This is an optimization exercise on Yosys and OpenROAD, whose aim is small area, not a production implementation.
The RTL was checked by simulation tests, not by an equivalence proof against the original design.

Design tcam_pmt, start of the top module:
module tcam_pmt #(
    parameter DATA_WIDTH = 32,
    parameter ADDR_WIDTH = 5,
    parameter DEPTH = 32
) (
    input  wire                      clk,
    input  wire                      rst_n,
    input  wire                      wr_en,
    input  wire [ADDR_WIDTH-1:0]     wr_addr,
    input  wire [DATA_WIDTH-1:0]     wr_data,
    input  wire [DATA_WIDTH-1:0]     wr_mask,
    input  wire                      search_en,
    input  wire [DATA_WIDTH-1:0]     search_key,
    output reg  [DEPTH-1:0]          matchlines,
    output reg                       match_found,
    output reg  [ADDR_WIDTH-1:0]     match_addr,
    output wire [DEPTH-1:0]          entry_valid
);
    reg  [DEPTH-1:0]      valid_bits;
    wire [DEPTH-1:0]      match_vector;
    wire [2*DATA_WIDTH-1:0] wr_word = {~(wr_mask & ~wr_data), ~(wr_mask & wr_data)};
    wire [DATA_WIDTH-1:0]   key_n   = ~search_key;
    integer j;
    genvar k;
    generate
        for (k = 0; k < DEPTH; k = k + 1) begin : gen_ent
            reg  [2*DATA_WIDTH-1:0] pattern;
            wire [2*DATA_WIDTH-1:0] pattern_d;
            wire load = wr_en && (wr_addr == k);
            tcam_hold #(.W(2*DATA_WIDTH)) u_hold (
                .q(pattern), .keep(~load), .load(load), .w(wr_word),
                .d(pattern_d));
            always @(posedge clk)
                pattern <= pattern_d;
            wire [1:0] miss;
            tcam_entry_cmp #(.W(DATA_WIDTH)) u_cmp (
  ...
==> module tcam_pmt, before the edit <==
module tcam_pmt #(
    parameter DATA_WIDTH = 32,
    parameter ADDR_WIDTH = 5,
    parameter DEPTH = 32
) (
    input  wire                      clk,
    input  wire                      rst_n,
    input  wire                      wr_en,
    input  wire [ADDR_WIDTH-1:0]     wr_addr,
    input  wire [DATA_WIDTH-1:0]     wr_data,
    input  wire [DATA_WIDTH-1:0]     wr_mask,
    input  wire                      search_en,
    input  wire [DATA_WIDTH-1:0]     search_key,
    output reg  [DEPTH-1:0]          matchlines,
    output reg                       match_found,
    output reg  [ADDR_WIDTH-1:0]     match_addr,
    output wire [DEPTH-1:0]          entry_valid
);
    reg  [DEPTH-1:0]      valid_bits;
    wire [DEPTH-1:0]      match_vector;
    wire [2*DATA_WIDTH-1:0] wr_word = {~(wr_mask & ~wr_data), ~(wr_mask & wr_data)};
    wire [DATA_WIDTH-1:0]   key_n   = ~search_key;
    integer j;
    genvar k;
    generate
        for (k = 0; k < DEPTH; k = k + 1) begin : gen_ent
            reg  [2*DATA_WIDTH-1:0] pattern;
            wire [2*DATA_WIDTH-1:0] pattern_d;
            wire load = wr_en && (wr_addr == k);
            tcam_hold #(.W(2*DATA_WIDTH)) u_hold (
                .q(pattern), .keep(~load), .load(load), .w(wr_word),
                .d(pattern_d));
            always @(posedge clk)
                pattern <= pattern_d;
            wire [1:0] miss;
            tcam_entry_cmp #(.W(DATA_WIDTH)) u_cmp (
                .no1(pattern[DATA_WIDTH-1:0]), .no0(pattern[2*DATA_WIDTH-1:DATA_WIDTH]),
                .key(search_key), .key_n(key_n), .miss(miss));
            assign match_vector[k] = valid_bits[k] & ~|miss;
        end
    endgenerate
    always @(posedge clk or negedge rst_n) begin
        if (!rst_n)
            valid_bits <= {DEPTH{1'b0}};
        else if (wr_en)
            valid_bits[wr_addr] <= 1'b1;
    end
    always @(posedge clk or negedge rst_n) begin
        if (!rst_n)
            matchlines <= {DEPTH{1'b0}};
        else
            matchlines <= search_en ? match_vector : {DEPTH{1'b0}};
    end
    always @(posedge clk or negedge rst_n) begin
        if (!rst_n) begin
            match_found <= 1'b0;
            match_addr  <= {ADDR_WIDTH{1'b0}};
        end else begin
            match_found <= |matchlines;
            match_addr <= {ADDR_WIDTH{1'b0}};
            for (j = DEPTH-1; j >= 0; j = j - 1)
                if (matchlines[j])
                    match_addr <= j[ADDR_WIDTH-1:0];
        end
    end
    assign entry_valid = valid_bits;
endmodule
==> module tcam_entry_cmp, before the edit <==
module tcam_entry_cmp #(
    parameter W = 32
) (
    input  wire [W-1:0] no1,
    input  wire [W-1:0] no0,
    input  wire [W-1:0] key,
    input  wire [W-1:0] key_n,
    output wire [1:0]   miss
);
    wire [W-1:0] bit_miss;
    genvar b;
    generate
        for (b = 0; b < W; b = b + 1) begin : gen_bit
            tcam_bit_miss u_bit (
                .no1(no1[b]), .no0(no0[b]), .key(key[b]), .key_n(key_n[b]),
                .miss(bit_miss[b]));
        end
        for (b = 0; b < 2; b = b + 1) begin : gen_blk
            tcam_any16 u_blk (.miss(bit_miss[16*b+:16]), .any(miss[b]));
        end
    endgenerate
endmodule
==> module tcam_any16, before the edit <==
module tcam_any16 (
    input  wire [15:0] miss,
    output wire        any
);
    assign any = |miss;
endmodule
export LEC_CHECK = 0
export CAP_MARGIN = 20
export CORE_MARGIN = 2
export CORE_UTILIZATION = 60
export CTS_BUF_LIST = sky130_fd_sc_hd__clkbuf_16
export CTS_CLUSTER_DIAMETER = 60
export CTS_CLUSTER_SIZE = 30
export SLEW_MARGIN = 20
export SYNTH_HIERARCHICAL = 1
create_clock -name core_clock -period 5.0 [get_ports {clk}]
run.sh (not shown) runs the stock make flow with config.mk's settings and CLKGATE_MAP_FILE= SYNTH_SCRIPT=/design/flow/synth_recipe.tcl, a recipe that flattens the netlist after the stock synthesis.
Next try:
--- a/flow/design.v
+++ b/flow/design.v
@@ -30,13 +30,13 @@
             wire load = wr_en && (wr_addr == k);
             tcam_hold #(.W(2*DATA_WIDTH)) u_hold (
                 .q(pattern), .keep(~load), .load(load), .w(wr_word),
                 .d(pattern_d));
             always @(posedge clk)
                 pattern <= pattern_d;
-            wire [1:0] miss;
+            wire [3:0] miss;
             tcam_entry_cmp #(.W(DATA_WIDTH)) u_cmp (
                 .no1(pattern[DATA_WIDTH-1:0]), .no0(pattern[2*DATA_WIDTH-1:DATA_WIDTH]),
                 .key(search_key), .key_n(key_n), .miss(miss));
             assign match_vector[k] = valid_bits[k] & ~|miss;
         end
     endgenerate
@@ -95,36 +95,46 @@
     parameter W = 32
 ) (
     input  wire [W-1:0] no1,
     input  wire [W-1:0] no0,
     input  wire [W-1:0] key,
     input  wire [W-1:0] key_n,
-    output wire [1:0]   miss
+    output wire [3:0]   miss
 );
-    wire [W-1:0] bit_miss;
+    wire [W-1:0]   bit_miss;
+    wire [W/2-1:0] none2;
     genvar b;
     generate
         for (b = 0; b < W; b = b + 1) begin : gen_bit
             tcam_bit_miss u_bit (
                 .no1(no1[b]), .no0(no0[b]), .key(key[b]), .key_n(key_n[b]),
                 .miss(bit_miss[b]));
         end
-        for (b = 0; b < 2; b = b + 1) begin : gen_blk
-            tcam_any16 u_blk (.miss(bit_miss[16*b+:16]), .any(miss[b]));
+        for (b = 0; b < W/2; b = b + 1) begin : gen_pair
+            tcam_none2 u_pair (.miss(bit_miss[2*b+:2]), .none(none2[b]));
+        end
+        for (b = 0; b < 4; b = b + 1) begin : gen_blk
+            tcam_any8 u_blk (.none2(none2[4*b+:4]), .any(miss[b]));
         end
     endgenerate
 endmodule
 module tcam_bit_miss (
     input  wire no1,
     input  wire no0,
     input  wire key,
     input  wire key_n,
     output wire miss
 );
     assign miss = ~((no1 | key) & (no0 | key_n));
 endmodule
-module tcam_any16 (
-    input  wire [15:0] miss,
-    output wire        any
+module tcam_none2 (
+    input  wire [1:0] miss,
+    output wire       none
 );
-    assign any = |miss;
+    assign none = ~|miss;
 endmodule
+module tcam_any8 (
+    input  wire [3:0] none2,
+    output wire       any
+);
+    assign any = ~&none2;
+endmodule
Outcome:
- via count climbs by 0.72%
- die area climbs by 1.3%
- utilization drops by 1.2 points
- area after synthesis climbs by 1.3%
- register-to-register slack barely changes
- flip-flop and latch count stays the same
- clock skew climbs by 0.023 ns
- design area stays flat
- global-route usage drops by 0.27 points
- setup slack gets worse by 0.081 ns
- hold slack gets better by 0.11 ns
- routed wire length climbs by 0.52%
- clock-buffer cell count climbs by 6

what the ideal ports hide:
The results above use ideal ports. As a check the final layouts listed here were re-extracted and re-timed, cells and wires unchanged.
Step 1, drivers: a clkbuf_16 drives clk and a buf_2 each remaining input, both assumed.
Step 2 times the ports against the registers' clock, not the clock port: input delays grow and output delays shrink by t, the midpoint of the rising clock arrivals with the driver on.
a / b / c = no drivers / after step 1 / after step 2; a / b = the first two.
run	t (ns)	slack for setup (ns)	slew at the worst register clock pin (ns)
the first run	0.889	1.394 / 1.463 / 0.574	0.11 / 0.11
the second run	0.895	1.313 / 1.298 / 0.402	0.11 / 0.11
After both steps setup and hold are still met in every run listed. For the second run, which loses most, drivers alone change the setup slack by -0.015 ns; drivers and shift together by -0.911 ns.
